Background: an optimization exercise with open tools, aiming at a short achievable clock period. Do not read the settings as production practice.
In this exercise RTL edits were held to simulation tests only and were not proved equivalent to the original.
The flow treats the clock pin as an ideal source. Dropping or thinning the clock tree relies on that and would not hold on a real chip.

==> v11 <==
Design Sine_wave, start of the top module:
module Sine_wave
    #(
        parameter DATA_WIDTH    = 12,
        parameter ANGLE_WIDTH   = 16
    )(
    input                       clk,
    input                       reset,
    input                       ce,
    input  [DATA_WIDTH:0]       ampl,
    input  [ANGLE_WIDTH-1:0]    step,
    output [DATA_WIDTH:0]       sin_wave,
    output [DATA_WIDTH:0]       cos_wave
);
Settings: LEC_CHECK=0, ABC_CLOCK_PERIOD_IN_PS=1500, CAP_MARGIN=20, CORE_MARGIN=2, CORE_UTILIZATION=40, SETUP_SLACK_MARGIN=2.3, SLEW_MARGIN=20, SYNTH_HIERARCHICAL=1, SYNTH_MINIMUM_KEEP_SIZE=0; clock period 3.8 ns.
standard.sh (not shown) runs the stock make flow with config.mk's settings and CLKGATE_MAP_FILE= SYNTH_SCRIPT=/design/flow/synth_recipe.tcl, a recipe that flattens the netlist after the stock synthesis.
==> flow/flow/run.sh <==
#!/bin/bash
# Layout flow: the standard ORFS flow, except that the clock tree is
# built by flow/cts_custom.tcl (two buffer levels: the clock port drives
# four root buffers, each root drives a column of leaf buffers, each leaf
# drives a balanced cluster of flip-flops).  Each tool's output goes to a
# log file of its own in this folder.
set -euo pipefail
export TREE_COLS=4
export TREE_ROWS=10

# synthesis, floorplan and placement: standard
bash standard.sh place > 1_standard_to_place.log 2>&1

# clock tree: the make command of standard.sh, running our script
MAKECMD=$(grep '^make ' standard.sh | sed 's/"\${@:-finish}"//')
eval "$MAKECMD run RUN_SCRIPT=$PWD/flow/cts_custom.tcl RUN_LOG_NAME_STEM=4_1_cts" > 2_custom_cts.log 2>&1

# routing and finishing: standard (CTS results are up to date)
bash standard.sh finish > 3_standard_finish.log 2>&1
Other scripts of this flow, unchanged in this note and not shown: flow/flow/cts_custom.tcl
==> v34 (differences from v11) <==
--- a/flow/design.v
+++ b/flow/design.v
@@ -58,43 +58,55 @@
     input  [W-1:0] a,
     input  [W-1:0] b,
     input          sub,
     input          sub2,    
     output [W-1:0] s
 );
 localparam N = W - K;               
+localparam NH = N / 2;
 wire         sgn = b[W-1];
 wire [N-1:0] a_lo = a[N-1:0];
-localparam NH = N / 2;
-wire [N-1:0] b_lo = b[W-1:K] ^ {{(N-NH){sub2}}, {NH{sub}}};
+wire [N-1:0] b_lo = b[W-1:K];
 wire [K-1:0] a_hi = a[W-1:N];
-wire [N-1:0] lo;
-wire         c;
-ks_addv #(.W(N)) u_lo (.a(a_lo), .b(b_lo), .cin(sub2), .s(lo), .co(c));
+wire [N-1:0] lo_pn, lo_mn;         
+wire         c_p, c_m;
+ks_addc #(.W(N), .CIN(0), .NS(1)) u_lp (.a(a_lo), .b( b_lo), .s(lo_pn), .co(c_p));
+ks_addc #(.W(N), .CIN(1), .NS(1)) u_lm (.a(a_lo), .b(~b_lo), .s(lo_mn), .co(c_m));
 wire [K-1:0] hi_p1, hi_m1;
 generate
     if (K == 1) begin : k1
         assign hi_p1 = ~a_hi;
         assign hi_m1 = ~a_hi;
     end else begin : kn
         wire [K-2:0] all1, all0;
         pf_and #(.W(K-1), .INV(0)) u_p1 (.a(a_hi[K-2:0]), .p(all1));
         pf_and #(.W(K-1), .INV(1)) u_m1 (.a(a_hi[K-2:0]), .p(all0));
         assign hi_p1 = a_hi ^ {all1, 1'b1};
         assign hi_m1 = a_hi ^ {all0, 1'b1};
     end
 endgenerate
-wire         e = ~(sub2 ^ sgn);
-wire [K-1:0] hi_c1 = e ? hi_p1 : a_hi;
-wire [K-1:0] hi_c0 = e ? a_hi  : hi_m1;
-wire [K-1:0] hi;
+wire [K-1:0] hp1 = sgn ? a_hi  : hi_p1;
+wire [K-1:0] hp0 = sgn ? hi_m1 : a_hi;
+wire [K-1:0] hm1 = sgn ? hi_p1 : a_hi;
+wire [K-1:0] hm0 = sgn ? a_hi  : hi_m1;
+wire [K-1:0] hi_pn, hi_mn, hi;
+wire [N-1:0] lo;
 genvar i;
 generate
     for (i = 0; i < K; i = i + 1) begin : hm
-        cell_mux2 u_m (.s(c), .a1(hi_c1[i]), .a0(hi_c0[i]), .y(hi[i]));
+        cell_mux2i u_p (.s(c_p), .a1(hp1[i]), .a0(hp0[i]), .y(hi_pn[i]));
+        cell_mux2i u_m (.s(c_m), .a1(hm1[i]), .a0(hm0[i]), .y(hi_mn[i]));
+        cell_mux2i u_s (.s(sub2), .a1(hi_mn[i]), .a0(hi_pn[i]), .y(hi[i]));
+    end
+    for (i = 0; i < N; i = i + 1) begin : lm
+        if (i < NH) begin : l0
+            cell_mux2i u_s (.s(sub), .a1(lo_mn[i]), .a0(lo_pn[i]), .y(lo[i]));
+        end else begin : l1
+            cell_mux2i u_s (.s(sub2), .a1(lo_mn[i]), .a0(lo_pn[i]), .y(lo[i]));
+        end
     end
 endgenerate
 assign s = {hi, lo};
 endmodule
 module add_small #(parameter W = 13) (
     input  [W-1:0] a,
     input  [2:0]   e,
@@ -120,15 +132,15 @@
 wire [K-1:0] flip  = {1'b1, {(K-1){1'b0}}};
 wire [K-1:0] hi_c1 = kill ? mid : (e[2] ? a_hi  : hi_p1) ^ flip;
 wire [K-1:0] hi_c0 = kill ? mid : (e[2] ? hi_m1 : a_hi) ^ flip;
 wire [K-1:0] hi;
 genvar i;
 generate
     for (i = 0; i < K; i = i + 1) begin : hm
-        cell_mux2 u_m (.s(c[i * 2 / K]), .a1(hi_c1[i]), .a0(hi_c0[i]), .y(hi[i]));
+        cell_mux2i u_m (.s(c[i * 2 / K]), .a1(~hi_c1[i]), .a0(~hi_c0[i]), .y(hi[i]));
     end
 endgenerate
 assign s = {hi, kill ? 2'b00 : lo};
 endmodule
 module kcmp #(parameter W = 15, parameter [31:0] C = 0) (
     input  [W-1:0] a,
     output         y
@@ -251,14 +263,17 @@
 endmodule
 module or_reduce #(parameter W = 16) (input [W-1:0] a, output y);
 assign y = |a;
 endmodule
 module dreg (input clk, input d, output reg q);
 always @(posedge clk) q <= d;
 endmodule
+module cell_mux2i (input s, input a1, input a0, output y);
+assign y = ~(s ? a1 : a0);
+endmodule
 module cell_mux2 (input s, input a1, input a0, output y);
 assign y = s ? a1 : a0;
 endmodule
 module ks_addv #(parameter W = 11) (
     input  [W-1:0] a,
     input  [W-1:0] b,
     input          cin,
@@ -320,29 +335,30 @@
     if ((INV + L) % 2) begin : o_inv
         assign p = ~v[L];
     end else begin : o_pos
         assign p = v[L];
     end
 endgenerate
 endmodule
-module ks_addc #(parameter W = 13, parameter CIN = 0) (
+module ks_addc #(parameter W = 13, parameter CIN = 0, parameter NS = 0) (
     input  [W-1:0] a,
     input  [W-1:0] b,
     output [W-1:0] s,
     output         co
 );
 wire [W-1:0] c;      
 generate
     if (W == 1) begin : w1
         assign c = CIN ? (a | b) : (a & b);
+        assign s = (CIN ^ NS) ? ~(a ^ b) : (a ^ b);
     end else begin : wn
         ks_prefix #(.W(W), .CIN(CIN), .MODE(1)) u_p (.a(a), .b(b), .c(c));
+        ks_sum #(.W(W), .CIN(CIN), .NS(NS)) u_s (.a(a), .b(b), .c(c[W-2:0]), .s(s));
     end
 endgenerate
-ks_sum #(.W(W), .CIN(CIN)) u_s (.a(a), .b(b), .c(c[W-2:0]), .s(s));
 assign co = c[W-1];
 endmodule
 module ks_add #(parameter W = 13, parameter CIN = 0) (
     input  [W-1:0] a,
     input  [W-1:0] b,
     output [W-1:0] s
 );
@@ -535,31 +551,32 @@
         else       assign c = ~g[L][W-1];
     end else begin : o01
         if (L % 2) assign c = g[L][(MODE == 1 ? W : W-1)-1:0];
         else       assign c = ~g[L][(MODE == 1 ? W : W-1)-1:0];
     end
 endgenerate
 endmodule
-module ks_sum #(parameter W = 13, parameter CIN = 0) (
+module ks_sum #(parameter W = 13, parameter CIN = 0, parameter NS = 0) (
     input  [W-1:0] a,
     input  [W-1:0] b,
     input  [W-2:0] c,       
     output [W-1:0] s
 );
 wire [W-1:0] p;
 genvar i;
 generate
     for (i = 0; i < W; i = i + 1) begin : bt
         ks_xor2 u_p (.a(a[i]), .b(b[i]), .y(p[i]));
         if (i > 0) begin : hi
-            ks_xor2 u_s (.a(p[i]), .b(c[i-1]), .y(s[i]));
+            if (NS) begin : n ks_xnor2 u_s (.a(p[i]), .b(c[i-1]), .y(s[i])); end
+            else    begin : q ks_xor2  u_s (.a(p[i]), .b(c[i-1]), .y(s[i])); end
         end
     end
 endgenerate
-assign s[0] = CIN ? ~p[0] : p[0];
+assign s[0] = (CIN ^ NS) ? ~p[0] : p[0];
 endmodule
 module ks_sumv #(parameter W = 13) (
     input  [W-1:0] a,
     input  [W-1:0] b,
     input  [W-2:0] c,       
     input          cin,
     output [W-1:0] s
@@ -572,14 +589,17 @@
         if (i > 0) begin : hi
             ks_xor2 u_s (.a(p[i]), .b(c[i-1]), .y(s[i]));
         end
     end
 endgenerate
 assign s[0] = p[0] ^ cin;
 endmodule
+module ks_xnor2 (input a, input b, output y);
+assign y = ~(a ^ b);
+endmodule
 module ks_xor2 (input a, input b, output y);
 assign y = a ^ b;
 endmodule
 module ks_nand2 (input a, input b, output y);
 assign y = ~(a & b);
 endmodule
 module ks_nor2 (input a, input b, output y);
@@ -672,32 +692,32 @@
 wire [W-1:0] x2_10 = ap_i,  y2_10 = am_i;
 wire [W-1:0] x2_01 = x01_i, y2_01 = y01_i;
 wire [16:0] Ae = {1'b0, A};
 wire [15:0] z2_11, z2_10;          
 zadd #(.W(16), .C(-40927)) u_z11 (.a(A), .s(z2_11));
 zadd #(.W(16), .C(-10519)) u_z10 (.a(A), .s(z2_10));
 wire [16:0] z2_0x = 17'd10519;                     
-wire [W-1:0] x2_g1 = d0v[0] ? x2_11 : x2_01;
+wire [W-1:0] x2_g1 = x2_11;
 wire [W-1:0] x2_g0 = d0v[0] ? x2_10 : x2_01;
-wire [W-1:0] y2_g1 = d0v[1] ? y2_11 : y2_01;
+wire [W-1:0] y2_g1 = y2_11;
 wire [W-1:0] y2_g0 = d0v[1] ? y2_10 : y2_01;
-wire [15:0]  z2_g1 = d0v[2] ? z2_11 : z2_0x[15:0];
+wire [15:0]  z2_g1 = z2_11;
 wire [15:0]  z2_g0 = d0v[2] ? z2_10 : z2_0x[15:0];
-wire         d2_g1 = ~d0v[2] | gt_a01;
+wire         d2_g1 = gt_a01;
 wire         d2_g0 = ~d0v[2] | gt_a0m1;
 wire [W-1:0] x2_n, y2_n;
 wire [15:0]  z2_n;
 wire         d2_n;
 generate
     for (j = 0; j < W; j = j + 1) begin : m1
-        cell_mux2 u_x (.s(gt_a0[0]), .a1(x2_g1[j]), .a0(x2_g0[j]), .y(x2_n[j]));
-        cell_mux2 u_y (.s(gt_a0[1]), .a1(y2_g1[j]), .a0(y2_g0[j]), .y(y2_n[j]));
+        cell_mux2i u_x (.s(gt_a0[0]), .a1(~x2_g1[j]), .a0(~x2_g0[j]), .y(x2_n[j]));
+        cell_mux2i u_y (.s(gt_a0[1]), .a1(~y2_g1[j]), .a0(~y2_g0[j]), .y(y2_n[j]));
     end
     for (j = 0; j < 16; j = j + 1) begin : m2
-        cell_mux2 u_z (.s(gt_a0[2]), .a1(z2_g1[j]), .a0(z2_g0[j]), .y(z2_n[j]));
+        cell_mux2i u_z (.s(gt_a0[2]), .a1(~z2_g1[j]), .a0(~z2_g0[j]), .y(z2_n[j]));
     end
 endgenerate
 cell_mux2 u_d (.s(gt_a0[2]), .a1(d2_g1), .a0(d2_g0), .y(d2_n));
 reg signed [W-1:0] x2, y2;
 reg signed [15:0]  z2;
 reg                d2, d2n;
 reg        [1:0]   q2;
@@ -848,26 +868,29 @@
 ks_add #(.W(ANGLE_WIDTH), .CIN(0)) u_sum  (.a(angle), .b(step_r),  .s(a_sum));
 ks_add #(.W(ANGLE_WIDTH), .CIN(1)) u_diff (.a(angle), .b(nstep_r), .s(a_diff));
 wire [ANGLE_WIDTH-1:0] angle_c;
 wire [3:0] up_n, down;
 genvar h, i;
 generate
     for (h = 0; h < 4; h = h + 1) begin : cp
-        ks_cmp  #(.W(ANGLE_WIDTH+1), .CIN(1)) u_up (.a({1'b0, angle_c}), .b(nlim_r), .co(up_n[h]));
+        wire c16;
+        ks_cmp  #(.W(ANGLE_WIDTH), .CIN(1)) u_up (.a(angle_c), .b(nlim_r[ANGLE_WIDTH-1:0]), .co(c16));
+        assign up_n[h] = nlim_r[ANGLE_WIDTH] & c16;
         ks_cmpv #(.W(ANGLE_WIDTH))            u_dn (.a(angle_c), .b(nstep_r), .cin(fdn_r), .co(down[h]));
     end
 endgenerate
 wire       even = ~state[0];
 wire [3:0] move = even ? ~up_n : down;
-wire [ANGLE_WIDTH-1:0] moved = even ? a_sum : a_diff;
-wire [ANGLE_WIDTH-1:0] held  = clr_r ? {ANGLE_WIDTH{1'b0}} : angle;
+wire [ANGLE_WIDTH-1:0] moved_n;
+wire [ANGLE_WIDTH-1:0] held_n = ~(clr_r ? {ANGLE_WIDTH{1'b0}} : angle);
 wire [ANGLE_WIDTH-1:0] angle_next;
 generate
     for (i = 0; i < ANGLE_WIDTH; i = i + 1) begin : nx
-        cell_mux2 u_m (.s(move[i / (ANGLE_WIDTH / 4)]), .a1(moved[i]), .a0(held[i]), .y(angle_next[i]));
+        cell_mux2i u_e (.s(even), .a1(a_sum[i]), .a0(a_diff[i]), .y(moved_n[i]));
+        cell_mux2i u_m (.s(move[i / (ANGLE_WIDTH / 4)]), .a1(moved_n[i]), .a0(held_n[i]), .y(angle_next[i]));
     end
 endgenerate
 vreg #(.W(ANGLE_WIDTH)) u_angle_c (.clk(clk), .d(angle_next), .q(angle_c));
 always @(posedge clk) begin
     angle <= angle_next;
     state <= clr_r ? 2'd0 : state + {1'b0, ~move[0]};
 end
==> results_dict.tcl <==
set metrics [dict create \
    status "timing/DRC/antenna clean" \
    nWellTaps 2072 \
    drt-initial-drc-count 2726 \
    hold_slack_ps 331 \
    multiInputGateArea_sq_um 48100 \
    wl_met2_mm 84.2 \
    die_w_um 403 \
    place_ws_ps 481 \
    grtUsageMet2_pct 35.1 \
]
That was v11.
==> results_dict.tcl <==
set metrics [dict create \
    status "timing/DRC/antenna clean" \
    multi_input_area_share_pct 60.7 \
    grt_remaining_overflow 0 \
    netlist_instances 10776 \
    grtUsageMet2_pct 37.4 \
    multiInputGateArea_sq_um 62700 \
    cpLargestDelayFamily "compound AO/OA/AOI/OAI gates" \
    nWellTaps 2640 \
    drt-initial-drc-count 3499 \
    core_region_area_sq_um 197000 \
    hold_slack_ps 338 \
    die_w_um 450 \
]
That was v34.
No run of this note takes its clock network from TritonCTS; it comes from the design's own scripts or RTL.

==> what the ideal ports hide <==
The flow's constraints put no driver on any port. The routed layouts listed below were extracted and timed again, unchanged, in two steps.
Step 1 assumes that a clkbuf_16 drives the clock port and a buf_2 every other input.
Step 2 times the ports against the registers' clock, not the clock port: input delays grow and output delays shrink by t, the midpoint of the rising clock arrivals with the driver on.
a / b / c = ideal / step 1 / step 2; a / b = the first two.
| run | t (ns) | setup slack, ns | worst data-port slew with drivers (ns) |
|---|---|---|---|
| v11 | 0.538 | 1.755 / 1.755 / 1.522 | 0.07 |
| v34 | 0.568 | 1.848 / 1.848 / 1.409 | 0.06 |
After both steps every run listed still meets setup and hold. The setup slack of v34, which loses most, moves by 0.000 ns with the drivers and by -0.439 ns with both steps.
